This is an optimization exercise on Yosys and OpenROAD, whose aim is small area, a short achievable clock period and few clock cycles, not a production implementation. Where RTL was checked, it was by simulation tests only, not by an equivalence proof against the original. Only the layout flow was run in run 6; the RTL was not checked for function there. No activity file was given, so power comes from the tool's default toggle rates.

$ cat config.mk
export PLATFORM = sky130hd
export DESIGN_NAME = cpu_design
export DESIGN_NICKNAME = cpu_design
export VERILOG_FILES = /design/flow/design.v
export SDC_FILE = /design/flow/constraint.sdc
export NUM_CORES = 4
export LEC_CHECK = 0
export ABC_AREA = 1
export CAP_MARGIN = 20
export CORE_MARGIN = 2
export CORE_UTILIZATION = 65
export CTS_BUF_LIST = sky130_fd_sc_hd__clkbuf_4
export CTS_CLUSTER_SIZE = 30
export SETUP_SLACK_MARGIN = 5
export SLEW_MARGIN = 20
$ cat constraint.sdc
create_clock -name core_clock -period 8.0 [get_ports {clock}]
set_input_delay 1.6000 -clock core_clock [delete_from_list [all_inputs] [get_ports {clock}]]
set_output_delay 1.6000 -clock core_clock [all_outputs]
set_load 0.01 [all_outputs]
$ cat design.v
module cpu_design (reset, clock, write_read, M_address, M_data_in, M_data_out, overflow, status);
input reset, clock;
input [7:0] M_data_in;
output write_read, overflow;
output [7:0] M_data_out;
output [11:0] M_address;
output [2:0] status;
reg [11:0] MAR, PC;
reg [7:0] IR;
reg [7:0] R0, R1, R2, R3;
reg ovf;
reg st_e, st_tj, st_tr, st_tw, st_h;
wire [3:0] op = IR[7:4];
wire [1:0] rd_i = IR[3:2];
wire [1:0] rs_i = IR[1:0];
wire op_ld   = op == 4'd1;
wire op_add  = op == 4'd3;
wire op_sub  = op == 4'd4;
wire op_swap = op == 4'd10;
wire op_jmp  = op == 4'd11;
wire op_jz   = op == 4'd12;
wire op_rd   = op == 4'd13;
wire op_wr   = op == 4'd14;
wire op_stop = op == 4'd15;
wire op_two  = op_jmp | op_jz | op_rd | op_wr;
wire op_alu  = (op >= 4'd2) && (op <= 4'd10);
reg [7:0] rd, rs;
always @(*) begin
	case (rd_i)
		2'd0: rd = R0;
		2'd1: rd = R1;
		2'd2: rd = R2;
		default: rd = R3;
	endcase
	case (rs_i)
		2'd0: rs = R0;
		2'd1: rs = R1;
		2'd2: rs = R2;
		default: rs = R3;
	endcase
end
wire [7:0] bb = rs ^ {8{op_sub}};
wire [8:0] lo_c = {1'b0, rd[6:0], 1'b1} + {1'b0, bb[6:0], op_sub};
wire c7 = lo_c[8];
wire [7:0] sum = {rd[7] ^ bb[7] ^ c7, lo_c[7:1]};
wire ovf_f = op_sub ^ (c7 ? ~(rd[7] & bb[7]) : (rd[7] | bb[7]));
reg [3:0] lut;
always @(*) begin
	case (op)
		4'd5: lut = 4'b1000;
		4'd6: lut = 4'b1110;
		4'd7: lut = 4'b0110;
		default: lut = 4'b1010;   
	endcase
end
wire sel_sum = op_add | op_sub;
wire sel_shr = op == 4'd8;
wire sel_shl = op == 4'd9;
reg [7:0] res;
integer bi;
always @(*) begin
	for (bi = 0; bi < 8; bi = bi + 1)
		res[bi] = lut[{rd[bi], rs[bi]}];
	if (sel_shr) res = {1'b0, rd[7:1]};
	if (sel_shl) res = {rd[6:0], 1'b0};
	if (sel_sum) res = sum[7:0];
end
wire r0z = (R0 == 8'd0);
wire st_b = ~(st_e | st_tj | st_tr | st_tw | st_h);
wire e_two = st_e & op_two;
wire go_t = e_two & ~(op_jz & ~r0z);
wire fetch = st_b | (st_e & ~op_two & ~op_stop) | st_tj;
wire wr0 = st_tr | st_e & (op_ld | op_alu & (rd_i == 2'd0) | op_swap & (rs_i == 2'd0));
wire r0_nz_next = ~wr0 & ~r0z
	| st_e & op_ld & (|IR[3:0])
	| st_e & (op == 4'd8) & (rd_i == 2'd0) & (|R0[7:1])
	| st_e & (op == 4'd9) & (rd_i == 2'd0) & (|R0[6:0]);
wire skip = fetch & r0_nz_next & (M_data_in[7:4] == 4'd12);
wire [10:0] mar_hi_inc = MAR[11:1] + 11'd1;
wire [11:0] mar_inc = {MAR[0] ? mar_hi_inc : MAR[11:1], ~MAR[0]};
wire [11:0] mar_next = {(MAR[0] | skip) ? mar_hi_inc : MAR[11:1], MAR[0] ^ ~skip};
assign M_address = MAR;
assign M_data_out = R0;
assign write_read = st_tw;
assign overflow = ovf;
assign status = {1'b0, st_tw, st_tw | st_h};
wire wr_alu = st_e & op_alu;
wire wr_sw  = st_e & op_swap;
always @(posedge clock or negedge reset) begin
	if (!reset) begin
		MAR <= 12'd0;
		st_e <= 1'b0;
		st_tj <= 1'b0;
		st_tr <= 1'b0;
		st_tw <= 1'b0;
		st_h <= 1'b0;
		ovf <= 1'b0;
		R0 <= 8'd0;
		R1 <= 8'd0;
		R2 <= 8'd0;
		R3 <= 8'd0;
	end else begin
		if (go_t)
			MAR <= {IR[3:0], M_data_in};
		else if (st_tr | st_tw)
			MAR <= PC;
		else
			MAR <= mar_next;
		st_e <= fetch & ~skip;
		st_tj <= go_t & (op_jmp | op_jz);
		st_tr <= go_t & op_rd;
		st_tw <= go_t & op_wr;
		if (st_e & op_stop)
			st_h <= 1'b1;
		if (st_e & (op_add | op_sub))
			ovf <= ovf_f;
		if (st_tr) R0 <= M_data_in;
		else if (st_e & op_ld) R0 <= {4'd0, IR[3:0]};
		else if (wr_alu & (rd_i == 2'd0)) R0 <= res;
		else if (wr_sw & (rs_i == 2'd0)) R0 <= rd;
		if (wr_alu & (rd_i == 2'd1)) R1 <= res;
		else if (wr_sw & (rs_i == 2'd1)) R1 <= rd;
		if (wr_alu & (rd_i == 2'd2)) R2 <= res;
		else if (wr_sw & (rs_i == 2'd2)) R2 <= rd;
		if (wr_alu & (rd_i == 2'd3)) R3 <= res;
		else if (wr_sw & (rs_i == 2'd3)) R3 <= rd;
	end
end
always @(posedge clock) begin
	IR <= M_data_in;
	PC <= mar_inc;   
end
endmodule
$ cat flow/run.sh
#!/bin/bash
set -euo pipefail
here=$(cd "$(dirname "$0")" && pwd)
source "$here/params.sh"
args=(SETUP_SLACK_MARGIN=$MARGIN "BUFFER_PORTS_ARGS=-buffer_cell $PORT_BUF")
if [[ -n "${CTS_ARGS:-}" ]]; then args+=("CTS_ARGS=$CTS_ARGS"); fi
if [[ -n "${EXTRA:-}" ]]; then args+=($EXTRA); fi
bash standard.sh "${args[@]}" finish > make.log 2>&1
$ cat flow/params.sh
MARGIN=4.9
PORT_BUF=sky130_fd_sc_hd__buf_1
CTS_ARGS="-sink_clustering_enable -repair_clock_nets -sink_clustering_size 20 -root_buf sky130_fd_sc_hd__clkbuf_8 -buf_list sky130_fd_sc_hd__clkbuf_4 -sink_clustering_max_diameter 40 -dont_use_dummy_load"
EXTRA="REMOVE_ABC_BUFFERS=1"
$ cat standard.sh
#!/bin/bash
# synth_recipe.tcl (not shown) runs the flow's synth.tcl, then flattens the netlist and writes it again
# the make line also repeats each setting of config.mk as NAME=value (left out here)
make -C /OpenROAD-flow-scripts/flow DESIGN_CONFIG=/design/flow/config.mk WORK_HOME=/design/flow/orfs CLKGATE_MAP_FILE= SYNTH_SCRIPT=/design/flow/synth_recipe.tcl "${@:-finish}"
==> out/results.tsv, run 1 <==
stage	metric	value	unit
yosys	count of cell types in the netlist	49	
clock_tree	CTS Buffer Depth	2	
timing	final hold violations	0	
power_and_ir_drop	Psw	0.880	mW
die	core area	7290	um2
yosys	top cell type's share of synthesized area	0.253	
clock_tree	clk slew on worst S/H paths	0.08	ns
yosys	Yosys reg bits	70	
worst_hold_path	Hold Path Stages	2	
yosys	most frequent cell after synthesis	nand2_1	
power_and_ir_drop	Clk pwr share	0.123	
die	num rows	31	
power_and_ir_drop	Pwr Total	1.80	mW
run_status	status	no timing/DRC/antenna violations	
power_and_ir_drop	net switching fraction of the power	0.488	
yosys	Synth Warn #	1	
worst_hold_path	Hold Path Class	reg2reg	
timing	RSZ-0062 raised after global routing	true	
power_and_ir_drop	Reg power frac	0.370	
detailed_routing	via count	5234	
yosys	sequential area share after synthesis	0.334	
detailed_routing	M1 WL	6290	um
place	hpwl dp	11000	um
timing	minimum clock period	2.91	ns
detailed_routing	Routed Antenna Nets	0	
detailed_routing	first drt pass iteration count	7	
worst_setup_path	Crit path arrival time	3.15	ns
power_and_ir_drop	PwrDens	340	nW/um2
timing	TNS Setup	0	ns
worst_setup_path	Crit. End Element	flip-flop	
worst_setup_path	R2R cell count	17	
detailed_routing	initial detailed-routing violation count	629	
die	Die Width	91.2	um
final_layout	Core Util, Final	0.728	
power_and_ir_drop	Static Leak	2.50	nW
clock_tree	Clock Sinks	70	
detailed_routing	met2 wire len	6190	um
timing	Slew HR	0.488	
power_and_ir_drop	Comb power frac	0.507	
global_routing	vias in the first global route	4737	
final_layout	antenna cells	0	
die	area of the die	8310	um2
final_layout	nets	768	
die	initial core utilization	0.677	
global_routing	largest net degree at the start of global routing	51	
final_layout	Area Growth Syn to Fin	7.50	%
power_and_ir_drop	Cell Int Power	0.925	mW
detailed_routing	Post-Route WL	14700	um
yosys	synth top area cells	dfrtp_1, nand2_1, dfxtp_1, nand3_1, inv_1	
timing	fmax	344	MHz
yosys	Synth Instances	714	
run	Max-Cap Viols	0	
yosys	leading area contributor after synthesis	dfrtp_1	
clock_tree	CTS tree	done	
final_layout	layout cells sized above 1	0.113	
timing	Setup Viol. Count Final	0	
global_routing	gr ovfl total	0	
worst_setup_path	crit path kind	reg2reg	
timing	Hold WS	0.509	ns
yosys	syn_area_per_cell	6.92	um2
timing	Slew @ Worst Pin	0.765	ns
clock_tree	H-tree depth	3	
global_routing	GRT Resource Usage Total	0.368	
yosys	Main synth FF type	dfrtp_1	
place	GPL Wtd Cong	0.988	
power_and_ir_drop	worst IR drop on VDD	0.228	mV
yosys	Synth async-reset ratio	0.714	
clock_tree	clock latency on the worst-skew pair	0.35	ns
worst_setup_path	maximum fanout along the worst path	14	
detailed_routing	WL met3	1730	um
detailed_routing	average wire per standard cell	17.5	um
detailed_routing	Post-route DRC	0	
global_routing	initial antenna violation count	0	
detailed_routing	via-per-instance ratio	6.21	
worst_setup_path	CP required	8.24	ns
die	DIE HEIGHT	91.2	um
detailed_routing	uppermost layer routed	met4	
clock_tree	CTS Root Cell	clkbuf_8	
yosys	Post-synth top cells	nand2_1, nand3_1, inv_1	
yosys	Netlist Area Pre-Place	4940	um2
place	PortBufs	33	
die	IO Count	35	
clock_tree	Num CTS Buffers	9	
timing	max-slew violation count	0	
global_routing	global-route wire length before repair	24200	um
worst_setup_path	crit start category	flip-flop	
yosys	Post-synth EDFFs	0	
timing	period utilization	0.363	
timing	clock skew	0.0202	ns
==> power groups by stage <==
stage	clock network (mW)	registers [mW]	logic (mW)
floorplan	0	0.642	0.623
global route	0.234	0.686	1.02
CTS	0.224	0.662	0.884
detailed placement	0	0.667	0.878
global placement	0	0.662	0.846
finish	0.223	0.667	0.915
==> cell type report <==
cell class / instances / area [um2]
Multi-Input combinational cell: 545 / 2910
Inverter: 78 / 293
Clock buffer: 9 / 124
Fill cell: 652 / 1980
Timing Repair Buffer: 42 / 193
Sequential cell: 70 / 1670
Tap cell: 99 / 124
==> repair_timing <==
action                                  4_1_cts  5_1_grt
setup buffers                                 0        7
pin swaps                                     0        3
hold buffers                                  0        0
endpoints found under the setup margin       35       32
gates resized for setup                       8       12
==> metrics by stage <==
stage / setup slack [ns] / instances / area, um2
floorplan: 5.03 / 693 / 4820
global placement: 4.61 / 827 / 5080
detailed placement: 4.58 / 827 / 5080
CTS: 4.94 / 836 / 5220
global route: 4.90 / 843 / 5310
finish: 5.09 / 843 / 5310
==> cell families after synthesis <==
logic type,Yosys count,synth area share
AOI/OAI and AO/OA,148,0.183
xor gates and xnor gates,19,0.0337
adders and majority gates,12,0.0319
buffers and inverters,99,0.0841
DFF,70,0.334
other,1,0.000759
and+or+nand+nor,365,0.332
==> worst paths after layout <==
check                                 endpoint  slack, ns             from
min in group asynchronous  MAR[11]$_DFFE_PN0P_       1.37            reset
setup / recovery             R0[7]$_DFFE_PN0P_       5.09    IR[0]$_DFF_P_
max in group asynchronous      st_tr$_DFF_PN0_       6.14            reset
hold reg to reg                 st_e$_DFF_PN0_       0.51  st_tj$_DFF_PN0_
setup reg to reg             R0[7]$_DFFE_PN0P_       5.09    IR[0]$_DFF_P_
hold / removal                  st_e$_DFF_PN0_       0.51  st_tj$_DFF_PN0_
==> critical path, cell delays in order (launching register included) <==
cell and delay (ns):
dfxtp_4 0.45, inv_2 0.08, nor2_4 0.16, nand2_1 0.07, nand3_1 0.08, o21ai_1 0.15
xor2_1 0.20, fa_1 0.40, nand2_1 0.07, inv_1 0.05, o21ai_0 0.14, nand2_1 0.13
nand4_1 0.13, nand2_1 0.08, nand2_1 0.06, nand3_1 0.24, nand3_1 0.24, a21oi_1 0.08
==> sequential cells by signal, indices dropped and copies added, names as in the netlist <==
register,flops
st_tj,1
st_e,1
ovf,1
R0,8
MAR,12
R3,8
st_tw,1
IR,8
PC,12
st_h,1
R2,8
R1,8
st_tr,1
==> layout by cell type, fill, tap and decap left out, types with 11 or more instances in the layout <==
cell type	n
nand2_1	202
nand3_1	69
inv_1	63
dfrtp_1	49
o21ai_0	46
nor2_1	40
a21oi_1	40
buf_1	32
xor2_1	18
dfxtp_1	15
inv_2	14
o21ai_1	13
o211ai_1	13
nand2_2	11
ha_1	11
==> metal layers <==
metal | track usage | vias up
met2 | 0.525 | 360
met4 | 0.128 | 0
met3 | 0.0863 | 57
li1 | - | 2440
met1 | 0.545 | 2377
met5 | 0 | -
Testbench counts, summed over its fixed seeds: cycles 245,097.
==> inputs of run 2 (changes only) <==
==> flow/params.sh (replaced) <==
MARGIN=4.9
PORT_BUF=sky130_fd_sc_hd__buf_1
CTS_ARGS="-sink_clustering_enable -repair_clock_nets -sink_clustering_size 30 -buf_list {sky130_fd_sc_hd__clkbuf_4 sky130_fd_sc_hd__clkbuf_8} -dont_use_dummy_load"
EXTRA="REMOVE_ABC_BUFFERS=1"
==> run 2 against run 1 <==
- still clean
- synthesized cell count is the same
- cell area did not move
- wire length stayed put
- register-to-register slack is essentially flat
- fmax stayed put
- sequential share of layout area did not move
- via count unchanged
- power unchanged
- critical path type unchanged
- largest power group unchanged
- highest routed layer unchanged
==> out/results.tsv, run 2 <==
stage	metric	value	unit	change
detailed_routing	first drt pass iteration count	7		unchanged
worst_hold_path	worst hold start	st_tj$_DFF_PN0_		
final_layout	FF+latch area	1670	um2	unchanged
yosys	Synth async-reset ratio	0.714		unchanged
yosys	Post-synth top cells	nand2_1, nand3_1, inv_1		
clock_tree	CTS tree	done		
worst_setup_path	crit start category	flip-flop		
worst_setup_path	Max stage delay on crit path	0.45	ns	about the same
worst_setup_path	delay-heaviest family, CP	simple AND/OR/NAND/NOR gates		
timing	Slew HR	0.488		unchanged
worst_setup_path	maximum fanout along the worst path	14		unchanged
timing	Setup Viol. Count Final	0		unchanged
die	area of the die	8310	um2	unchanged
timing	period utilization	0.363		unchanged
worst_setup_path	CP Cell Sequence	inv_2 -> nor2_4 -> nand2_1 -> nand3_1 -> o21ai_1 -> xor2_1 -> fa_1 -> nand2_1 -> inv_1 -> o21ai_0 -> nand2_1 -> nand4_1 -> nand2_1 -> nand2_1 -> nand3_1 -> nand3_1 -> a21oi_1		
global_routing	initial antenna violation count	0		unchanged
clock_tree	Post-CTS Hold Buffers	0		unchanged
die	IO Count	35		unchanged
place	hpwl dp	11000	um	unchanged
worst_setup_path	CP max-delay cell	dfxtp_4		
die	num rows	31		unchanged
power_and_ir_drop	worst IR drop on VDD	0.228	mV	unchanged
yosys	Post-synth EDFFs	0		unchanged
detailed_routing	Routed Antenna Nets	0		unchanged
global_routing	vias in the first global route	4737		unchanged
final_layout	fill count	652		unchanged
clock_tree	clock latency on the worst-skew pair	0.35	ns	about the same
clock_tree	H-tree depth	3		unchanged
final_layout	commonest non-fill, non-tap cell in the layout	nand2_1		
yosys	top cell type's share of synthesized area	0.253		unchanged
clock_tree	clk slew on worst S/H paths	0.08	ns	about the same
detailed_routing	Post-route DRC	0		unchanged
detailed_routing	via-per-instance ratio	6.21		unchanged
yosys	Main synth FF type	dfrtp_1		
clock_tree	Clock Sinks	70		unchanged
clock_tree	Num CTS Buffers	9		unchanged
timing	minimum clock period	2.91	ns	unchanged
die	initial core utilization	0.677		unchanged
yosys	Synth Warn #	1		unchanged
worst_setup_path	r2r startpoint	IR[0]$_DFF_P_		
timing	Slew @ Worst Pin	0.765	ns	unchanged
die	Die Width	91.2	um	unchanged
die	core area	7290	um2	unchanged
worst_setup_path	crit path kind	reg2reg		
global_routing	global-route wire length before repair	24200	um	unchanged
yosys	syn_area_per_cell	6.92	um2	unchanged
timing	RSZ-0062 raised after global routing	true		
place	PortBufs	33		unchanged
yosys	count of cell types in the netlist	49		unchanged
worst_setup_path	most frequent CP cell	nand2_1		
yosys	synth top area cells	dfrtp_1, nand2_1, dfxtp_1, nand3_1, inv_1		
final_layout	Area Growth Syn to Fin	7.50	%	unchanged
yosys	leading area contributor after synthesis	dfrtp_1		
worst_setup_path	Crit. End Element	flip-flop		
yosys	sequential area share after synthesis	0.334		unchanged
final_layout	post-route insts no fill	843		unchanged
timing	clock skew	0.0202	ns	unchanged
power_and_ir_drop	PwrDens	340	nW/um2	unchanged
detailed_routing	average wire per standard cell	17.5	um	unchanged
worst_setup_path	CP Buf/Inv Count	2		unchanged
global_routing	gr ovfl total	0		unchanged
final_layout	antenna cells	0		unchanged
detailed_routing	via count	5234		unchanged
global_routing	GRT Resource Usage Total	0.368		unchanged
yosys	most frequent cell after synthesis	nand2_1		
run	Max-Cap Viols	0		unchanged
final_layout	multi-input logic area	2910	um2	unchanged
worst_setup_path	reg2reg setup slack	5.09	ns	about the same
final_layout	nets	768		unchanged
detailed_routing	initial detailed-routing violation count	629		unchanged
worst_setup_path	CP required	8.24	ns	about the same
timing	max-slew violation count	0		unchanged
die	DIE HEIGHT	91.2	um	unchanged
place	GPL Wtd Cong	0.988		unchanged
timing	Hold WS	0.509	ns	unchanged
worst_setup_path	R2R cell count	17		unchanged
worst_hold_path	Hold Path Class	reg2reg		
timing	fmax	344	MHz	unchanged
yosys	Netlist Area Pre-Place	4940	um2	unchanged
timing	final hold violations	0		unchanged
worst_hold_path	Hold Path Stages	2		unchanged
run_status	status	no timing/DRC/antenna violations		
place	Placed Cells	827		unchanged
worst_setup_path	FF-to-FF End	R0[7]$_DFFE_PN0P_		
final_layout	most frequent cells in the layout	nand2_1, nand3_1, inv_1, dfrtp_1, o21ai_0		
clock_tree	CTS Root Cell	clkbuf_8		
timing	TNS Setup	0	ns	unchanged
worst_hold_path	Worst Hold End	st_e$_DFF_PN0_		
final_layout	layout cells sized above 1	0.113		unchanged
global_routing	largest net degree at the start of global routing	51		unchanged
worst_setup_path	Crit path arrival time	3.15	ns	about the same
clock_tree	CTS Buffer Depth	2		unchanged
yosys	Synth Instances	714		unchanged
power_and_ir_drop	Static Leak	2.50	nW	unchanged
detailed_routing	Post-Route WL	14700	um	unchanged
yosys	Yosys reg bits	70		unchanged
final_layout	leading registers by flop count	MAR (12), PC (12)		
run 2: final cells by class:
cell class | count | area share
multi-input combinational | 545 | 0.547
tap | 99 | 0.0233
timing repair buffer | 42 | 0.0363
sequential | 70 | 0.314
inverter | 78 | 0.0551
clock buffer | 9 | 0.0233
run 2: where the power goes:
group	internal [mW]	switching, mW	total (mW)
Combinational	0.320	0.595	0.915
Clock	0.100	0.122	0.223
Sequential	0.504	0.163	0.667
run 2: how the worst max path moves through the flow:
stage / start / slack (ns) / endpoint / cells past startpoint
6_report: IR[0]$_DFF_P_ / 5.09 / R0[7]$_DFFE_PN0P_ / 17
2_1_floorplan: M_data_in[5] / 5.03 / MAR[8]$_DFFE_PN0P_ / 7
3_5_place_dp: M_data_in[7] / 4.58 / MAR[8]$_DFFE_PN0P_ / 9
3_3_place_gp: M_data_in[7] / 4.61 / MAR[8]$_DFFE_PN0P_ / 9
4_1_cts: st_tr$_DFF_PN0_ / 4.94 / MAR[1]$_DFFE_PN0P_ / 9
5_1_grt: IR[4]$_DFF_P_ / 4.90 / MAR[8]$_DFFE_PN0P_ / 16
run 2: cells by family (layout without fill, tap and decap cells):
| logic type | after synthesis | count (layout) | synth area share |
|---|---|---|---|
| simple gates | 365 | 365 | 0.332 |
| compound gates | 148 | 148 | 0.183 |
| buf+inv | 99 | 129 | 0.0841 |
| flops | 70 | 70 | 0.334 |
| xor+xnor | 19 | 19 | 0.0337 |
| fa+ha+maj | 12 | 12 | 0.0319 |
| other cells | 1 | 1 | 0.000759 |
run 2: per-stage QoR:
step                area, um2  setup slack, ns  utilization  total power [mW]
finish                   5310             5.09        0.728              1.80
global route             5310             4.90        0.728              1.94
CTS                      5220             4.94        0.716              1.77
detailed placement       5080             4.58        0.697              1.54
global placement         5080             4.61        0.697              1.51
floorplan                4820             5.03            -              1.27
run 2: timing repair:
item	CTS	global route
setup endpoints to repair	35	32
pin swaps	0	3
setup buffers	0	7
resized for setup	8	12
run 2: tightest hold or removal path: cells and delay by family (launching register included):
kind | cells | cell delay (ns)
compound gates | 2 | 0.15
flops | 1 | 0.32
run 2: routing by layer:
layer | global-route usage | part of all wire | vias to the layer above
li1 | - | - | 2440
met1 | 0.545 | 0.43 | 2377
met2 | 0.525 | 0.42 | 360
met3 | 0.0863 | 0.12 | 57
met4 | 0.128 | 0.035 | 0
met5 | 0 | 0 | -
==> inputs of run 3 (changes only) <==
==> run.sh (new file) <==
#!/bin/bash
# synth_recipe.tcl (not shown) runs the flow's synth.tcl, then flattens the netlist and writes it again
# the make line also repeats each setting of config.mk as NAME=value (left out here)
make -C /OpenROAD-flow-scripts/flow DESIGN_CONFIG=/design/flow/config.mk WORK_HOME=/design/flow/orfs CLKGATE_MAP_FILE= SYNTH_SCRIPT=/design/flow/synth_recipe.tcl finish
--- a/config.mk
+++ b/config.mk
@@ -10,5 +10,5 @@
 export CORE_MARGIN = 2
 export CORE_UTILIZATION = 65
-export CTS_BUF_LIST = sky130_fd_sc_hd__clkbuf_4
+export CTS_BUF_LIST = sky130_fd_sc_hd__clkbuf_8
 export CTS_CLUSTER_SIZE = 30
 export SETUP_SLACK_MARGIN = 5
removed: flow/run.sh
removed: flow/params.sh
removed: standard.sh
==> run 3 against run 2 <==
- synthesized cell count is the same
- sequential share of layout area down 2.4 points
- area after synthesis is the same
- fmax decreased by 3.0%
- largest power group unchanged
- sequential power rose by 0.7%
- via count is 4.1% higher
- highest routed layer unchanged
- setup slack lost 0.091 ns
- critical endpoint is now M_data_out[6]
==> out/results.tsv, run 3 <==
stage	metric	value	unit	change
worst_setup_path	Max stage delay on crit path	0.58	ns	+0.13 ns
yosys	Netlist Area Pre-Place	4940	um2	unchanged
detailed_routing	first drt pass iteration count	9		+2
power_and_ir_drop	net switching fraction of the power	0.470		-0.0177
yosys	Post-synth top cells	nand2_1, nand3_1, inv_1		
timing	max-slew violation count	0		unchanged
final_layout	most frequent cells in the layout	nand2_1, nand3_1, inv_1, o21ai_0, nor2_1		
detailed_routing	Post-Route WL	15700	um	+6.9%
worst_setup_path	CP max-delay cell	clkdlybuf4s50_1		
final_layout	layout cells sized above 1	0.161		+0.0485
place	PortBufs	33		unchanged
worst_setup_path	reg2reg setup slack	5.16	ns	+0.07 ns
yosys	Synth Instances	714		unchanged
clock_tree	H-tree depth	3		unchanged
final_layout	design area	5790	um2	+9.0%
yosys	leading area contributor after synthesis	dfrtp_1		
final_layout	commonest non-fill, non-tap cell in the layout	nand2_1		
power_and_ir_drop	PwrDens	351	nW/um2	+3.3%
power_and_ir_drop	Static Leak	2.73	nW	+9.1%
die	IO Count	35		unchanged
worst_hold_path	Worst Hold End	st_e$_DFF_PN0_		
place	GPL Wtd Cong	0.971		-1.8%
global_routing	initial antenna violation count	0		unchanged
global_routing	largest net degree at the start of global routing	31		-39%
global_routing	GRT Resource Usage Total	0.379		+0.0115
timing	fmax	333	MHz	-3.0%
die	Die Width	91.2	um	unchanged
clock_tree	Num CTS Buffers	9		unchanged
run_status	status	no timing/DRC/antenna violations		
die	initial core utilization	0.677		unchanged
final_layout	Area Growth Syn to Fin	17.2	%	
worst_setup_path	crit path kind	reg2out		
yosys	Main synth FF type	dfrtp_1		
yosys	count of cell types in the netlist	49		unchanged
worst_hold_path	Hold Path Stages	2		unchanged
power_and_ir_drop	Reg power frac	0.331		-0.039
worst_hold_path	Hold Path Class	reg2reg		
worst_setup_path	CP Cell Sequence	clkdlybuf4s50_1		
yosys	most frequent cell after synthesis	nand2_1		
detailed_routing	average wire per standard cell	18.3	um	+4.6%
power_and_ir_drop	Clk pwr share	0.142		+0.019
detailed_routing	Routed Antenna Nets	0		unchanged
run	Max-Cap Viols	0		unchanged
yosys	syn_area_per_cell	6.92	um2	unchanged
power_and_ir_drop	Psw	0.955	mW	+8.5%
yosys	Yosys reg bits	70		unchanged
die	area of the die	8310	um2	unchanged
worst_setup_path	FF-to-FF End	R1[5]$_DFFE_PN0P_		
timing	Slew @ Worst Pin	0.768	ns	+0.00324 ns
timing	minimum clock period	3.00	ns	+0.0906 ns
clock_tree	Clock Sinks	70		unchanged
timing	Setup Viol. Count Final	0		unchanged
worst_setup_path	maximum fanout along the worst path	5		-9
final_layout	nets	779		+1.4%
clock_tree	CTS Root Cell	clkbuf_8		
worst_setup_path	delay-heaviest family, CP	buffers and inverters		
global_routing	global-route wire length before repair	25000	um	+3.6%
clock_tree	CTS Buffer Depth	2		unchanged
detailed_routing	initial detailed-routing violation count	725		+15%
final_layout	antenna cells	0		unchanged
timing	final hold violations	0		unchanged
clock_tree	clock latency on the worst-skew pair	0.35	ns	about the same
timing	clock skew	0.00957	ns	-0.0106 ns
global_routing	gr ovfl total	0		unchanged
timing	RSZ-0062 raised after global routing	true		
die	DIE HEIGHT	91.2	um	unchanged
detailed_routing	via-per-instance ratio	6.33		+1.9%
clock_tree	clk slew on worst S/H paths	0.08	ns	about the same
die	core area	7290	um2	unchanged
final_layout	leading registers by flop count	MAR (12), PC (12)		
worst_hold_path	worst hold start	st_tj$_DFF_PN0_		
yosys	synth top area cells	dfrtp_1, nand2_1, dfxtp_1, nand3_1, inv_1		
timing	Setup WS post-layout	5.00	ns	-0.0906 ns
worst_setup_path	Crit. End Element	output pin		
worst_setup_path	R2R cell count	20		+3
place	hpwl dp	11200	um	+2.5%
power_and_ir_drop	Cell Int Power	1.08	mW	+16%
place	pre-CTS WS	4.12	ns	-0.462 ns
power_and_ir_drop	Comb power frac	0.527		+0.020
power_and_ir_drop	worst IR drop on VDD	0.215	mV	-5.7%
die	num rows	31		unchanged
yosys	Post-synth EDFFs	0		unchanged
clock_tree	CTS tree	done		
final_layout	Core Util, Final	0.793		+0.0654
global_routing	vias in the first global route	5038		+6.4%
worst_setup_path	r2r startpoint	IR[0]$_DFF_P_		
yosys	sequential area share after synthesis	0.334		unchanged
yosys	top cell type's share of synthesized area	0.253		unchanged
yosys	Synth async-reset ratio	0.714		unchanged
timing	Slew HR	0.488		about the same
worst_setup_path	CP required	6.40	ns	-1.84 ns
detailed_routing	Post-route DRC	0		unchanged
detailed_routing	via count	5446		+4.1%
timing	Hold WS	0.517	ns	+0.00855 ns
yosys	Synth Warn #	1		unchanged
timing	TNS Setup	0	ns	unchanged
worst_setup_path	crit start category	flip-flop		
place	placed inst area	5300	um2	+4.3%
worst_setup_path	CP Buf/Inv Count	1		-1
worst_setup_path	Crit path arrival time	1.40	ns	-1.75 ns
timing	period utilization	0.375		+0.0113
[run 3: final cells by class]
class / instances / area [um2]
tap: 99 / 124
clock inverter: 7 / 72.6
clock buffer: 9 / 124
multi-input combinational: 546 / 2980
sequential: 70 / 1680
timing repair buffer: 52 / 507
fill: 547 / 1510
inverter: 78 / 293
[run 3: logic make-up after synthesis]
family | synth area share
XOR/XNOR | 0.0337
AO/OA/AOI/OAI | 0.183
buffers and inverters | 0.0841
adder cells (fa/ha/maj) | 0.0319
other | 0.000759
flip-flops | 0.334
AND/OR/NAND/NOR | 0.332
[run 3: through the flow]
stage,cells,power (mW)
floorplan,714,1.28
global placement,826,1.58
detailed placement,827,1.62
CTS,847,1.95
global route,861,2.16
finish,861,2.03
[run 3: per-layer routing]
metal / vias up / GRT usage / wire length, um
met2: 397 / 0.572 / 7010
li1: 2481 / - / -
met3: 62 / 0.108 / 2080
met5: - / 0 / 0
met1: 2506 / 0.521 / 6190
met4: 0 / 0.138 / 455
[run 3: power groups by stage]
stage / combinational [mW] / sequential [mW] / clock (mW)
final: 1.07 / 0.672 / 0.289
after global routing: 1.17 / 0.687 / 0.300
after CTS: 1.00 / 0.659 / 0.286
after detailed placement: 0.955 / 0.668 / 0
after global placement: 0.913 / 0.666 / 0
after floorplan: 0.646 / 0.635 / 0
[run 3: worst max-delay path by stage]
stage / slack, ns / from / endpoint / depth (start not counted)
after CTS: 5.00 / M_data_in[6] / MAR[8]$_DFFE_PN0P_ / 9
after global routing: 4.97 / IR[0]$_DFF_P_ / R2[5]$_DFFE_PN0P_ / 19
after detailed placement: 4.12 / M_data_in[6] / MAR[8]$_DFFE_PN0P_ / 9
final: 5.00 / R0[6]$_DFFE_PN0P_ / M_data_out[6] / 1
after floorplan: 5.33 / M_data_in[5] / MAR[9]$_DFFE_PN0P_ / 7
after global placement: 4.23 / M_data_in[6] / MAR[8]$_DFFE_PN0P_ / 9
[run 3: what timing repair did]
action                     4_1_cts  5_1_grt
pin swaps                        1        6
gates cloned                     1        0
resized for setup               21       33
hold buffers                     0        0
buffers inserted                 3       14
setup endpoints to repair       41       40
==> inputs of run 4 (changes only) <==
==> flow/run.sh (new file) <==
#!/bin/bash
set -euo pipefail
here=$(cd "$(dirname "$0")" && pwd)
source "$here/params.sh"
export MY_ABC_SCRIPT="$here/abc_map.script"
args=(SYNTH_SCRIPT="$here/synth.tcl" SETUP_SLACK_MARGIN=$MARGIN "BUFFER_PORTS_ARGS=-buffer_cell $PORT_BUF")
if [[ -n "${CTS_ARGS:-}" ]]; then args+=("CTS_ARGS=$CTS_ARGS"); fi
bash standard.sh "${args[@]}" finish > make.log 2>&1
==> flow/abc_map.script (new file) <==
strash
dch
map -a
topo
stime -c
buffer -c
upsize -c
dnsize -c
==> flow/params.sh (new file) <==
MARGIN=5
PORT_BUF=sky130_fd_sc_hd__buf_1
CTS_ARGS="-sink_clustering_enable -repair_clock_nets -sink_clustering_size 30 -buf_list sky130_fd_sc_hd__clkbuf_8 -dont_use_dummy_load"
==> flow/synth.tcl (new file) <==
proc synth {args} { yosys synth -nofsm -noshare {*}$args }
proc abc {args} {
  set i [lsearch $args -script]
  if { $i >= 0 && [info exists ::env(MY_ABC_SCRIPT)] } { lset args [expr {$i + 1}] $::env(MY_ABC_SCRIPT) }
  yosys abc {*}$args
}
source $::env(SCRIPTS_DIR)/synth.tcl
# left out here: clear keep_hierarchy, flatten, clean up, hide names made inside functions, write 1_2_yosys.v
==> standard.sh (new file) <==
#!/bin/bash
# synth_recipe.tcl (not shown) runs the flow's synth.tcl, then flattens the netlist and writes it again
# the make line also repeats each setting of config.mk as NAME=value (left out here)
make -C /OpenROAD-flow-scripts/flow DESIGN_CONFIG=/design/flow/config.mk WORK_HOME=/design/flow/orfs CLKGATE_MAP_FILE= SYNTH_SCRIPT=/design/flow/synth_recipe.tcl "${@:-finish}"
removed: run.sh
==> run 4 against run 3 <==
- still clean
- setup slack got worse by 0.31 ns
- wire length is 1.5% higher
- sequential power shrank 2%
- cell area is 5.3% lower
- first-iteration DRC count increased by 33%
- clock skew grew 0.011 ns
- global-route usage up 3.4 points
- highest routed layer unchanged
==> out/results.tsv, run 4 <==
stage	metric	value	unit	change
run_status	status	no timing/DRC/antenna violations		
detailed_routing	average wire per standard cell	20.9	um	+14%
timing	RSZ-0062 raised after global routing	true		
timing	clock skew	0.0208	ns	+0.0112 ns
yosys	Synth Area in Simple Gates	0.177		-0.155
power_and_ir_drop	net switching fraction of the power	0.483		+0.0134
yosys	Synth Warn #	1		unchanged
clock_tree	CTS Buffer Depth	2		unchanged
timing	TNS Setup	0	ns	unchanged
final_layout	Area Growth Syn to Fin	19.6	%	
place	hpwl dp	11000	um	-1.9%
worst_hold_path	Hold Path Stages	2		unchanged
die	core area	6790	um2	-6.8%
place	PortBufs	33		unchanged
timing	minimum clock period	3.30	ns	+0.306 ns
yosys	synth top area cells	dfrtp_1, dfxtp_1, o21ai_0, nand2_1, a21oi_1		
clock_tree	H-tree depth	3		unchanged
worst_setup_path	maximum fanout along the worst path	9		+4
die	DIE HEIGHT	87.9	um	-3.5%
timing	Slew @ Worst Pin	0.756	ns	-0.0124 ns
timing	max-slew violation count	0		unchanged
yosys	Yosys reg bits	70		unchanged
detailed_routing	met2 wire len	7030	um	+0.30%
global_routing	gr ovfl total	0		unchanged
worst_setup_path	most frequent CP cell	o21ai_1		
timing	Setup Viol. Count Final	0		unchanged
final_layout	most frequent cells in the layout	nand2_1, inv_1, nor2_1, dfrtp_1		
global_routing	initial antenna violation count	0		unchanged
place	pre-CTS WS	4.26	ns	+0.141 ns
global_routing	vias in the first global route	4585		-9.0%
worst_setup_path	CP max-delay cell	dfxtp_2		
detailed_routing	initial detailed-routing violation count	964		+33%
worst_setup_path	crit path kind	reg2reg		
timing	period utilization	0.413		+0.0383
worst_setup_path	reg2reg setup slack	4.70	ns	-0.46 ns
final_layout	Core Util, Final	0.806		+0.0130
yosys	largest family of logic cells by synthesized area	compound AO/OA/AOI/OAI gates		
final_layout	commonest non-fill, non-tap cell in the layout	nand2_1		
clock_tree	Post-CTS Hold Buffers	0		unchanged
clock_tree	clock latency on the worst-skew pair	0.35	ns	about the same
detailed_routing	first drt pass iteration count	6		-3
run	Max-Cap Viols	0		unchanged
worst_setup_path	Crit. End Element	flip-flop		
global_routing	GRT Resource Usage Total	0.413		+0.0335
worst_setup_path	R2R cell count	22		+10%
detailed_routing	Post-route DRC	0		unchanged
detailed_routing	Post-Route WL	16000	um	+1.5%
power_and_ir_drop	Clk pwr share	0.114		-0.028
detailed_routing	WL met3	2030	um	-2.4%
worst_setup_path	Max stage delay on crit path	0.48	ns	-0.10 ns
worst_setup_path	FF-to-FF End	R0[7]$_DFFE_PN0P_		
final_layout	nets	692		-11%
worst_setup_path	Crit path arrival time	3.53	ns	+2.13 ns
yosys	Synth Instances	607		-15%
timing	fmax	303	MHz	-9.3%
detailed_routing	uppermost layer routed	met4		
detailed_routing	M1 WL	6080	um	-1.7%
power_and_ir_drop	Reg power frac	0.332		about the same
worst_setup_path	delay-heaviest family, CP	compound AO/OA/AOI/OAI gates		
power_and_ir_drop	Comb power frac	0.554		+0.027
clock_tree	CTS Root Cell	clkbuf_8		
yosys	count of cell types in the netlist	53		+8.2%
power_and_ir_drop	Static Leak	2.30	nW	-16%
yosys	compound-gate portion of the synthesized area	0.294		+0.111
detailed_routing	Routed Antenna Nets	0		unchanged
yosys	syn_area_per_cell	7.55	um2	+9.1%
global_routing	largest net degree at the start of global routing	51		+65%
power_and_ir_drop	Cell Int Power	1.02	mW	-5.2%
timing	final hold violations	0		unchanged
yosys	top cell type's share of synthesized area	0.273		+0.0198
yosys	sequential area share after synthesis	0.361		+0.0261
detailed_routing	via count	5122		-5.9%
yosys	leading area contributor after synthesis	dfrtp_1		
detailed_routing	via-per-instance ratio	6.70		+6.0%
worst_setup_path	CP required	8.22	ns	+1.82 ns
place	Placed Cells	723		-13%
worst_setup_path	CP Buf/Inv Count	4		+3
final_layout	layout cells sized above 1	0.213		+0.0512
power_and_ir_drop	Pwr Total	1.98	mW	-2.8%
clock_tree	clk slew on worst S/H paths	0.08	ns	about the same
final_layout	antenna cells	0		unchanged
worst_setup_path	CP Cell Sequence	nor2_4 -> a221oi_1 -> o21ai_1 -> o21ai_4 -> inv_2 -> ha_1 -> inv_1 -> o31ai_4 -> inv_1 -> nor2_2 -> o21ai_1 -> nand2_1 -> nand2_1 -> inv_2 -> o21a_1 -> nor2_2 -> xor2_1 -> nand2_1 -> nand2_2 -> a21oi_2 -> o21ai_1 -> o21ai_1		
yosys	xor and xnor area share after synthesis	0.0402		+0.00646
global_routing	global-route wire length before repair	24000	um	-4.2%
yosys	adder-cell area share of the yosys netlist	0.0344		+0.00249
power_and_ir_drop	Psw	0.955	mW	about the same
yosys	Synth async-reset ratio	0.714		unchanged
yosys	mux contribution to synthesized area	0.00219		+0.00219
worst_setup_path	r2r startpoint	IR[3]$_DFF_P_		
yosys	Post-synth EDFFs	0		unchanged
clock_tree	Num CTS Buffers	9		unchanged
final_layout	post-route insts no fill	764		-11%
die	area of the die	7730	um2	-6.9%
timing	Setup WS post-layout	4.70	ns	-0.306 ns
yosys	Post-synth top cells	nand2_1, inv_1, nor2_1		
final_layout	leading registers by flop count	MAR (12), PC (12)		
timing	Slew HR	0.495		+0.00705
yosys	Netlist Area Pre-Place	4580	um2	-7.2%
worst_hold_path	worst hold start	st_h$_DFFE_PN0P_		
power_and_ir_drop	PwrDens	361	nW/um2	+2.7%
power_and_ir_drop	worst IR drop on VDD	0.262	mV	+22%
die	IO Count	35		unchanged
worst_hold_path	Hold Path Class	reg2reg		
clock_tree	Clock Sinks	70		unchanged
yosys	Main synth FF type	dfrtp_1		
die	Die Width	87.9	um	-3.5%
die	num rows	30		-3.2%
die	initial core utilization	0.674		-0.00303
worst_setup_path	crit start category	flip-flop		
yosys	most frequent cell after synthesis	nand2_1		
clock_tree	CTS tree	done		
worst_hold_path	Worst Hold End	st_h$_DFFE_PN0P_		
place	GPL Wtd Cong	1.09		+12%
run 4: cell types whose count changed in the layout (fill, tap and decap cells not counted), sizes merged, moves of 11 or more:
cell,previous run,this run
nand2,216,69
clkdlybuf4s50,27,0
nor3,14,25
buf,20,65
nor2,49,71
o21ai,65,80
o221ai,1,12
nand3,71,16
run 4: logic make-up (layout without fill, tap and decap cells):
family	count (synthesis)	count (layout)
AOI/OAI and AO/OA	211	211
and+or+nand+nor	186	187
buffers and inverters	105	165
DFF	70	70
xor gates and xnor gates	21	21
adders and majority gates	12	12
other	1	1
muxes	1	1
run 4: worst max-delay path by stage:
stage / start / cells after the start / endpoint
floorplan: IR[4]$_DFF_P_ / 22 / R0[7]$_DFFE_PN0P_
global placement: M_data_in[6] / 9 / MAR[4]$_DFFE_PN0P_
detailed placement: M_data_in[6] / 9 / MAR[5]$_DFFE_PN0P_
CTS: IR[0]$_DFF_P_ / 23 / R0[7]$_DFFE_PN0P_
global route: IR[0]$_DFF_P_ / 23 / R0[7]$_DFFE_PN0P_
finish: IR[3]$_DFF_P_ / 22 / R0[7]$_DFFE_PN0P_
run 4: area by class of cell:
type / instances / area, um2
fillers: 488 / 1320
well taps: 96 / 120
repair buffers: 66 / 388
multi-input cells: 433 / 2830
clock buffers: 9 / 124
inverters: 90 / 352
flip-flops and latches: 70 / 1670
run 4: tightest hold or removal path, delay by kind of cell (launching register included):
family | cells | cell delay, ns
DFF | 1 | 0.35
buffers and inverters | 1 | 0.05
AOI/OAI and AO/OA | 1 | 0.05
run 4: through the flow:
stage	hold WS, ns	cell area (um2)
floorplan	0.441	4610
global placement	0.462	4790
detailed placement	0.473	4790
CTS	0.492	5190
global route	0.510	5480
finish	0.489	5480
run 4: metal layers:
layer,track usage,vias to the layer above
met5,0,-
met4,0.183,0
met3,0.113,94
met2,0.611,453
met1,0.568,2339
li1,-,2236
run 4: power by group through the flow:
stage | logic (mW) | registers [mW] | clock network (mW)
2_1_floorplan | 0.613 | 0.621 | 0
3_3_place_gp | 0.840 | 0.645 | 0
3_5_place_dp | 0.868 | 0.647 | 0
4_1_cts | 0.953 | 0.644 | 0.221
5_1_grt | 1.18 | 0.671 | 0.237
6_report | 1.09 | 0.657 | 0.225
run 4: repair_timing:
item | CTS | global route
setup endpoints to repair | 36 | 36
cloned | 0 | 1
pin swaps | 27 | 16
resized for setup | 44 | 42
setup buffers | 15 | 16
==> inputs of run 5 (changes only) <==
==> flow/abc_map.script (replaced) <==
strash
dc2
dch -f
map -a
topo
stime -c
buffer -c
upsize -c
dnsize -c
==> run 5 against run 4 <==
- via count rose by 0.64%
- largest cell class unchanged
- final cell count decreased by 1.2%
- utilization fell by 1.6 points
- global-route usage down 0.88 points
- critical path depth down 9
- hold slack improved by 0.0038 ns
- clock power about the same
- critical endpoint unchanged
- count of clock-buffer cells in the layout unchanged
- setup slack better by 0.30 ns
- sequential power rose by 2%
- synthesized cell count is 0.16% lower
==> out/results.tsv, run 5 <==
stage	metric	value	unit	change
run_status	status	no timing/DRC/antenna violations		
power_and_ir_drop	Reg power frac	0.351		+0.019
timing	Slew HR	0.307		-0.187
timing	period utilization	0.375		-0.0378
worst_hold_path	Hold Path Class	reg2reg		
die	IO Count	35		unchanged
worst_setup_path	Crit path arrival time	3.25	ns	-0.28 ns
place	hpwl dp	10900	um	-1.4%
global_routing	initial antenna violation count	0		unchanged
global_routing	global-route wire length before repair	23800	um	-0.63%
final_layout	fill count	503		+3.1%
timing	TNS Setup	0	ns	unchanged
final_layout	post-route insts no fill	755		-1.2%
clock_tree	CTS Buffer Depth	2		unchanged
clock_tree	CTS tree	done		
clock_tree	H-tree depth	3		unchanged
yosys	Post-synth EDFFs	0		unchanged
clock_tree	CTS Root Cell	clkbuf_8		
detailed_routing	via count	5155		+0.64%
timing	Slew @ Worst Pin	1.03	ns	+0.279 ns
power_and_ir_drop	Clk pwr share	0.118		+0.004
detailed_routing	Post-Route WL	15800	um	-0.81%
timing	max-slew violation count	0		unchanged
yosys	Synth Instances	606		-0.16%
timing	Setup Viol. Count Final	0		unchanged
detailed_routing	first drt pass iteration count	6		unchanged
final_layout	leading registers by flop count	MAR (12), PC (12)		
power_and_ir_drop	Pwr Total	1.91	mW	-3.5%
place	pre-CTS WS	4.25	ns	-0.00757 ns
global_routing	GRT busiest layer	met2		
power_and_ir_drop	Psw	0.935	mW	-2.1%
clock_tree	clk slew on worst S/H paths	0.08	ns	about the same
global_routing	vias in the first global route	4579		-0.13%
die	initial core utilization	0.679		+0.00484
timing	Hold WS	0.493	ns	+0.00381 ns
yosys	leading area contributor after synthesis	dfrtp_1		
yosys	Netlist Area Pre-Place	4660	um2	+1.8%
yosys	top cell type's share of synthesized area	0.268		-0.00491
final_layout	most frequent cells in the layout	nand2_1, nor2_1, inv_1, o21ai_0, dfrtp_1		
die	DIE HEIGHT	88.7	um	+0.87%
worst_setup_path	CP Cell Sequence	buf_4 -> o21ai_0 -> o221ai_1 -> o21ai_1 -> inv_1 -> ha_1 -> inv_1 -> o21bai_2 -> xor2_1 -> nand2_1 -> nand2_2 -> nand2_2 -> a22oi_2		
detailed_routing	Routed Antenna Nets	0		unchanged
timing	RSZ-0062 raised after global routing	true		
worst_setup_path	delay-heaviest family, CP	compound AO/OA/AOI/OAI gates		
worst_setup_path	crit path kind	reg2reg		
timing	clock skew	0.0299	ns	+0.00912 ns
worst_setup_path	r2r startpoint	IR[2]$_DFF_P_		
die	num rows	30		unchanged
global_routing	GRT Resource Usage Total	0.404		-0.00877
worst_setup_path	maximum fanout along the worst path	7		-2
detailed_routing	initial detailed-routing violation count	924		-4.1%
worst_setup_path	Critical Path Source	IR[2]$_DFF_P_		
yosys	syn_area_per_cell	7.70	um2	+2.0%
yosys	Post-synth top cells	nand2_1, nor2_1, inv_1		
yosys	Yosys reg bits	70		unchanged
global_routing	met1 Track Usage GR	0.538		-0.0303
final_layout	nets	683		-1.3%
yosys	most frequent cell after synthesis	nand2_1		
timing	final hold violations	0		unchanged
final_layout	antenna cells	0		unchanged
timing	Setup WS post-layout	5.00	ns	+0.302 ns
detailed_routing	average wire per standard cell	21.0	um	+0.37%
timing	fmax	333	MHz	+10%
final_layout	Core Util, Final	0.791		-0.0159
final_layout	layout cells sized above 1	0.209		-0.00317
power_and_ir_drop	net switching fraction of the power	0.490		+0.00694
worst_hold_path	worst hold start	st_h$_DFFE_PN0P_		
worst_setup_path	Max stage delay on crit path	0.43	ns	-0.05 ns
die	core area	6870	um2	+1.1%
clock_tree	Post-CTS Hold Buffers	0		unchanged
power_and_ir_drop	Cell Int Power	0.972	mW	-4.8%
detailed_routing	Post-route DRC	0		unchanged
power_and_ir_drop	PwrDens	351	nW/um2	-2.6%
run	Max-Cap Viols	0		unchanged
power_and_ir_drop	worst IR drop on VDD	0.273	mV	+4.2%
timing	minimum clock period	3.00	ns	-0.302 ns
yosys	count of cell types in the netlist	58		+9.4%
power_and_ir_drop	Static Leak	2.23	nW	-2.9%
yosys	Synth Warn #	1		unchanged
place	Placed Cells	721		-0.28%
clock_tree	Num CTS Buffers	9		unchanged
global_routing	gr ovfl total	0		unchanged
yosys	sequential area share after synthesis	0.354		-0.00648
worst_setup_path	Crit. End Element	flip-flop		
worst_setup_path	CP max-delay cell	o21ai_1		
yosys	Synth async-reset ratio	0.714		unchanged
place	GPL Wtd Cong	1.07		-1.7%
yosys	Main synth FF type	dfrtp_1		
die	area of the die	7870	um2	+1.7%
power_and_ir_drop	Comb power frac	0.532		-0.022
place	PortBufs	33		unchanged
worst_setup_path	CP Buf/Inv Count	3		-1
final_layout	commonest non-fill, non-tap cell in the layout	nand2_1		
final_layout	Area Growth Syn to Fin	16.4	%	
yosys	synth top area cells	dfrtp_1, dfxtp_1, o21ai_0, nand2_1, nor2_1		
global_routing	met3 Use GR	0.126		+0.0128
final_layout	design area	5430	um2	-0.89%
global_routing	met2 track demand over resource	0.607		-0.00437
global_routing	largest net degree at the start of global routing	51		unchanged
die	Die Width	88.7	um	+0.87%
clock_tree	Clock Sinks	70		unchanged
detailed_routing	via-per-instance ratio	6.83		+1.8%
place	placed inst area	4840	um2	+0.99%
worst_setup_path	crit start category	flip-flop		
clock_tree	clock latency on the worst-skew pair	0.36	ns	about the same
worst_setup_path	CP required	8.25	ns	+0.03 ns
run 5: changes by cell type after synthesis, sizes merged, moves of 3 or more:
cell / before / now
inv: 88 / 82
a211oi: 8 / 11
o311ai: 2 / 7
o31ai: 5 / 0
buf: 6 / 10
o211ai: 6 / 12
nor3: 25 / 8
clkbuf: 9 / 6
nor2: 71 / 80
a21oi: 52 / 48
run 5: worst register-to-register path: stages (launching register included):
cell,delay (ns)
dfxtp_4,0.38
buf_4,0.16
o21ai_0,0.27
o221ai_1,0.21
o21ai_1,0.43
inv_1,0.28
ha_1,0.38
inv_1,0.08
o21bai_2,0.16
xor2_1,0.16
nand2_1,0.08
nand2_2,0.09
nand2_2,0.06
a22oi_2,0.16
run 5: final timing paths:
path,end,depth (start not counted),slack (ns)
max reg2reg,R0[7]$_DFFE_PN0P_,13,5.00
max in group asynchronous,R0[7]$_DFFE_PN0P_,2,6.17
max,R0[7]$_DFFE_PN0P_,13,5.00
min in group asynchronous,MAR[10]$_DFFE_PN0P_,2,1.33
min reg2reg,st_h$_DFFE_PN0P_,2,0.49
min,st_h$_DFFE_PN0P_,2,0.49
run 5: cell type report:
class,count,area (um2),area share
inverters,85,355,0.0654
clock buffers,9,124,0.0228
well taps,96,120,0.0221
repair inverters,1,5.00,0.000922
repair buffers,57,309,0.0569
multi-input cells,437,2850,0.524
flip-flops and latches,70,1670,0.308
run 5: cell families (layout without fill, tap and decap cells):
logic type / after synthesis / in the layout / synth area share
AO/OA/AOI/OAI: 215 / 215 / 0.302
XOR/XNOR: 21 / 21 / 0.0394
adder cells (fa/ha/maj): 12 / 12 / 0.0338
buffers and inverters: 101 / 152 / 0.0891
flip-flops: 70 / 70 / 0.354
multiplexers: 1 / 1 / 0.00215
other: 1 / 1 / 0.000804
AND/OR/NAND/NOR: 185 / 187 / 0.179
run 5: power groups by stage:
| stage | registers [mW] | clock network [mW] | logic, mW |
|---|---|---|---|
| CTS | 0.656 | 0.220 | 0.896 |
| global route | 0.684 | 0.239 | 1.10 |
| finish | 0.669 | 0.225 | 1.01 |
| global placement | 0.655 | 0 | 0.829 |
| detailed placement | 0.657 | 0 | 0.859 |
| floorplan | 0.632 | 0 | 0.613 |
run 5: what timing repair did:
action / 4_1_cts / 5_1_grt
gates cloned: 0 / 3
setup buffers: 9 / 13
pin swaps: 2 / 22
resized for setup: 30 / 54
hold endpoints to repair: 0 / 0
setup endpoints to repair: 38 / 28
run 5: per-layer routing:
metal,up-vias,share of wire
met3,123,0.13
li1,2224,-
met5,-,0
met1,2371,0.37
met2,437,0.43
met4,0,0.059
==> inputs of run 6 (changes only) <==
--- a/design.v
+++ b/design.v
@@ -87,4 +87,6 @@
 wire wr_alu = st_e & op_alu;
 wire wr_sw  = st_e & op_swap;
+wire [7:0] delta = rd ^ res;
+wire [3:0] upd = {4{wr_alu}} & (4'b0001 << rd_i) | {4{wr_sw}} & (4'b0001 << rs_i);
 always @(posedge clock or negedge reset) begin
 	if (!reset) begin
@@ -117,12 +119,8 @@
 		if (st_tr) R0 <= M_data_in;
 		else if (st_e & op_ld) R0 <= {4'd0, IR[3:0]};
-		else if (wr_alu & (rd_i == 2'd0)) R0 <= res;
-		else if (wr_sw & (rs_i == 2'd0)) R0 <= rd;
-		if (wr_alu & (rd_i == 2'd1)) R1 <= res;
-		else if (wr_sw & (rs_i == 2'd1)) R1 <= rd;
-		if (wr_alu & (rd_i == 2'd2)) R2 <= res;
-		else if (wr_sw & (rs_i == 2'd2)) R2 <= rd;
-		if (wr_alu & (rd_i == 2'd3)) R3 <= res;
-		else if (wr_sw & (rs_i == 2'd3)) R3 <= rd;
+		else R0 <= R0 ^ delta & {8{upd[0]}};
+		R1 <= R1 ^ delta & {8{upd[1]}};
+		R2 <= R2 ^ delta & {8{upd[2]}};
+		R3 <= R3 ^ delta & {8{upd[3]}};
 	end
 end
==> flow/run.sh (replaced) <==
#!/bin/bash
set -euo pipefail
here=$(cd "$(dirname "$0")" && pwd)
source "$here/params.sh"
args=(SETUP_SLACK_MARGIN=$MARGIN "BUFFER_PORTS_ARGS=-buffer_cell $PORT_BUF")
if [[ -n "${CTS_ARGS:-}" ]]; then args+=("CTS_ARGS=$CTS_ARGS"); fi
if [[ -n "${EXTRA:-}" ]]; then args+=($EXTRA); fi
bash standard.sh "${args[@]}" finish > make.log 2>&1
==> flow/params.sh (replaced) <==
MARGIN=4.8
PORT_BUF=sky130_fd_sc_hd__buf_1
CTS_ARGS="-sink_clustering_enable -repair_clock_nets -sink_clustering_size 30 -buf_list sky130_fd_sc_hd__clkbuf_8 -dont_use_dummy_load"
EXTRA="REMOVE_ABC_BUFFERS=1"
removed: flow/abc_map.script
removed: flow/synth.tcl
==> run 6 against run 5 <==
- sequential power increased by 2%
- fmax decreased by 1.3%
- setup slack got worse by 0.041 ns
- critical endpoint is now R0[7]$_DFF_PN0_
- largest cell class unchanged
- largest power group unchanged
- highest routed layer unchanged
==> out/results.tsv, run 6 <==
stage	metric	value	unit	change
final_layout	antenna cells	0		unchanged
final_layout	most frequent cells in the layout	nand2_1, nand3_1, inv_1, dfrtp_1, o21ai_0		
timing	fmax	329	MHz	-1.3%
worst_setup_path	R2R cell count	18		+5
final_layout	Area Growth Syn to Fin	8.49	%	
power_and_ir_drop	Static Leak	2.45	nW	+9.7%
worst_setup_path	r2r startpoint	IR[0]$_DFF_P_		
yosys	most frequent cell after synthesis	nand2_1		
worst_hold_path	Hold Path Stages	2		unchanged
worst_setup_path	CP required	8.22	ns	-0.03 ns
final_layout	nets	750		+9.8%
detailed_routing	via-per-instance ratio	6.07		-11%
worst_setup_path	Max stage delay on crit path	0.40	ns	-0.03 ns
global_routing	global-route wire length before repair	23100	um	-3.3%
global_routing	largest net degree at the start of global routing	51		unchanged
clock_tree	clk slew on worst S/H paths	0.07	ns	about the same
detailed_routing	first drt pass iteration count	7		+1
final_layout	post-route insts no fill	827		+9.5%
die	initial core utilization	0.670		-0.00926
die	DIE HEIGHT	90.2	um	+1.7%
worst_setup_path	CP max-delay cell	dfxtp_4		
worst_setup_path	Crit. End Element	flip-flop		
yosys	leading area contributor after synthesis	dfrtp_1		
yosys	Synth async-reset ratio	0.714		unchanged
yosys	Post-synth top cells	nand2_1, nand3_1, inv_1		
timing	Slew @ Worst Pin	0.678	ns	-0.357 ns
worst_setup_path	crit start category	flip-flop		
clock_tree	CTS Root Cell	clkbuf_8		
worst_setup_path	FF-to-FF End	R0[7]$_DFF_PN0_		
place	pre-CTS WS	4.46	ns	+0.208 ns
timing	Setup Viol. Count Final	0		unchanged
power_and_ir_drop	PwrDens	359	nW/um2	+2.2%
yosys	Synth Warn #	1		unchanged
yosys	Netlist Area Pre-Place	4830	um2	+3.6%
place	GPL Wtd Cong	0.976		-8.7%
detailed_routing	Post-Route WL	14500	um	-8.4%
power_and_ir_drop	net switching fraction of the power	0.496		+0.00552
yosys	Yosys reg bits	70		unchanged
power_and_ir_drop	Pwr Total	1.88	mW	-1.4%
final_layout	leading registers by flop count	MAR (12), PC (12)		
final_layout	Core Util, Final	0.727		-0.0639
worst_setup_path	maximum fanout along the worst path	13		+6
place	PortBufs	33		unchanged
timing	period utilization	0.380		+0.00513
detailed_routing	average wire per standard cell	17.6	um	-16%
timing	final hold violations	0		unchanged
power_and_ir_drop	Psw	0.933	mW	-0.26%
clock_tree	CTS tree	done		
detailed_routing	Routed Antenna Nets	0		unchanged
worst_hold_path	Worst Hold End	st_h$_DFFE_PN0P_		
power_and_ir_drop	worst IR drop on VDD	0.223	mV	-18%
run_status	status	no timing/DRC/antenna violations		
global_routing	GRT Resource Usage Total	0.355		-0.0486
timing	RSZ-0062 raised after global routing	true		
final_layout	fill count	614		+22%
clock_tree	clock latency on the worst-skew pair	0.35	ns	about the same
place	placed inst area	5000	um2	+3.5%
timing	Slew HR	0.548		+0.240
yosys	count of cell types in the netlist	42		-28%
die	IO Count	35		unchanged
power_and_ir_drop	Cell Int Power	0.949	mW	-2.4%
timing	minimum clock period	3.04	ns	+0.0410 ns
detailed_routing	via count	5023		-2.6%
die	area of the die	8140	um2	+3.4%
global_routing	initial antenna violation count	0		unchanged
worst_hold_path	worst hold start	st_h$_DFFE_PN0P_		
timing	Setup WS post-layout	4.96	ns	-0.0410 ns
timing	clock skew	0.0244	ns	-0.00558 ns
clock_tree	Num CTS Buffers	9		unchanged
yosys	sequential area share after synthesis	0.342		-0.0123
worst_hold_path	Hold Path Class	reg2reg		
power_and_ir_drop	Clk pwr share	0.116		-0.002
global_routing	vias in the first global route	4824		+5.4%
yosys	Post-synth EDFFs	0		unchanged
timing	max-slew violation count	0		unchanged
worst_setup_path	Crit path arrival time	3.26	ns	about the same
place	Placed Cells	814		+13%
yosys	Main synth FF type	dfrtp_1		
yosys	Synth Instances	696		+15%
final_layout	layout cells sized above 1	0.109		-0.101
run	Max-Cap Viols	0		unchanged
worst_setup_path	crit path kind	reg2reg		
final_layout	commonest non-fill, non-tap cell in the layout	nand2_1		
clock_tree	CTS Buffer Depth	2		unchanged
global_routing	gr ovfl total	0		unchanged
die	num rows	31		+3.3%
die	core area	7210	um2	+5.0%
yosys	synth top area cells	dfrtp_1, nand2_1, dfxtp_1, nand3_1, xor2_1		
worst_setup_path	most frequent CP cell	nand2_1		
worst_setup_path	reg2reg setup slack	4.96	ns	-0.04 ns
timing	TNS Setup	0	ns	unchanged
clock_tree	H-tree depth	3		unchanged
final_layout	design area	5240	um2	-3.5%
detailed_routing	Post-route DRC	0		unchanged
yosys	syn_area_per_cell	6.94	um2	-9.8%
die	Die Width	90.2	um	+1.7%
worst_setup_path	CP Cell Sequence	nor2_4 -> inv_1 -> o211ai_1 -> o21ai_2 -> xor2_1 -> ha_1 -> a21oi_2 -> o21bai_1 -> a21oi_2 -> nand2_2 -> nand2_1 -> nand3_1 -> nand3_1 -> nand2_2 -> nand2_1 -> nand2_1 -> nand3_1 -> nand2_1		
power_and_ir_drop	Reg power frac	0.364		+0.013
timing	Hold WS	0.489	ns	-0.00339 ns
detailed_routing	initial detailed-routing violation count	426		-54%
yosys	top cell type's share of synthesized area	0.259		-0.00931
power_and_ir_drop	Comb power frac	0.520		-0.012
place	hpwl dp	10800	um	-0.98%
clock_tree	Clock Sinks	70		unchanged
run 6: logic make-up (layout without fill, tap and decap cells):
family / Yosys count / count (layout) / synth area share
multiplexers: 1 / 1 / 0.00207
XOR/XNOR: 40 / 40 / 0.0725
other: 1 / 1 / 0.000776
AND/OR/NAND/NOR: 359 / 359 / 0.333
flip-flops: 70 / 70 / 0.342
adder cells (fa/ha/maj): 10 / 10 / 0.0259
AO/OA/AOI/OAI: 121 / 121 / 0.144
buffers and inverters: 94 / 126 / 0.0798
run 6: cell type report:
cell class	count	area [um2]	area share
repair buffers	39	170	0.0325
clock buffers	9	124	0.0236
inverters	78	293	0.0558
multi-input cells	532	2870	0.547
flip-flops and latches	70	1660	0.317
well taps	99	124	0.0236
run 6: repair_timing:
action	in CTS	in global routing
pin swaps	0	5
gates resized for setup	6	19
hold buffers	0	0
setup buffers	0	4
setup endpoints to repair	20	35
run 6: how the worst max path moves through the flow:
stage | cells past startpoint | to | start
after floorplan | 7 | MAR[2]$_DFFE_PN0P_ | M_data_in[5]
after global placement | 12 | MAR[2]$_DFFE_PN0P_ | IR[5]$_DFF_P_
after detailed placement | 12 | MAR[4]$_DFFE_PN0P_ | IR[5]$_DFF_P_
after CTS | 19 | R0[7]$_DFF_PN0_ | IR[0]$_DFF_P_
after global routing | 18 | R0[7]$_DFF_PN0_ | IR[0]$_DFF_P_
final | 18 | R0[7]$_DFF_PN0_ | IR[0]$_DFF_P_
run 6: layer usage:
metal / vias to the layer above / share of wire / global-route usage
met5: - / 0 / 0
met3: 51 / 0.10 / 0.0796
met1: 2307 / 0.41 / 0.478
met2: 302 / 0.45 / 0.556
li1: 2363 / - / -
met4: 0 / 0.035 / 0.150
run 6: worst max-delay path, delay by kind of cell, from the launching register on:
family,cells,cell delay [ns]
buffers and inverters,1,0.13
DFF,1,0.40
AOI/OAI and AO/OA,5,0.91
and+or+nand+nor,10,0.93
xor gates and xnor gates,1,0.17
adders and majority gates,1,0.36
run 6: power by group through the flow:
| stage | combinational [mW] | clock (mW) | sequential (mW) |
|---|---|---|---|
| detailed placement | 0.923 | 0 | 0.679 |
| global route | 1.09 | 0.232 | 0.702 |
| global placement | 0.880 | 0 | 0.675 |
| floorplan | 0.658 | 0 | 0.658 |
| finish | 0.978 | 0.219 | 0.685 |
| CTS | 0.934 | 0.219 | 0.675 |

==> re-timing with driven ports <==
The results above use ideal ports. As a check the final layouts listed here were re-extracted and re-timed, cells and wires unchanged. Step 1 assumes that a clkbuf_16 drives the clock port and a buf_2 every other input. Step 2 also shifts input and output timing later by t, the mid clock arrival at the registers, as if the neighbouring blocks saw the same clock. Three values: ideal, step 1, step 2; two values: the first two.
| run | t, ns | slack for setup (ns) | worst register clock-pin slew, ns |
|---|---|---|---|
| run 1 | 0.374 | 5.092 / 5.092 / 4.795 | 0.08 / 0.08 |
| run 2 | 0.374 | 5.092 / 5.092 / 4.795 | 0.08 / 0.08 |
| run 3 | 0.378 | 5.001 / 4.967 / 5.026 | 0.08 / 0.08 |
| run 4 | 0.370 | 4.695 / 4.695 / 4.695 | 0.08 / 0.08 |
| run 5 | 0.380 | 4.998 / 4.998 / 4.782 | 0.08 / 0.08 |
| run 6 | 0.374 | 4.957 / 4.957 / 4.698 | 0.08 / 0.08 |
After both steps setup and hold are still met in every run listed.
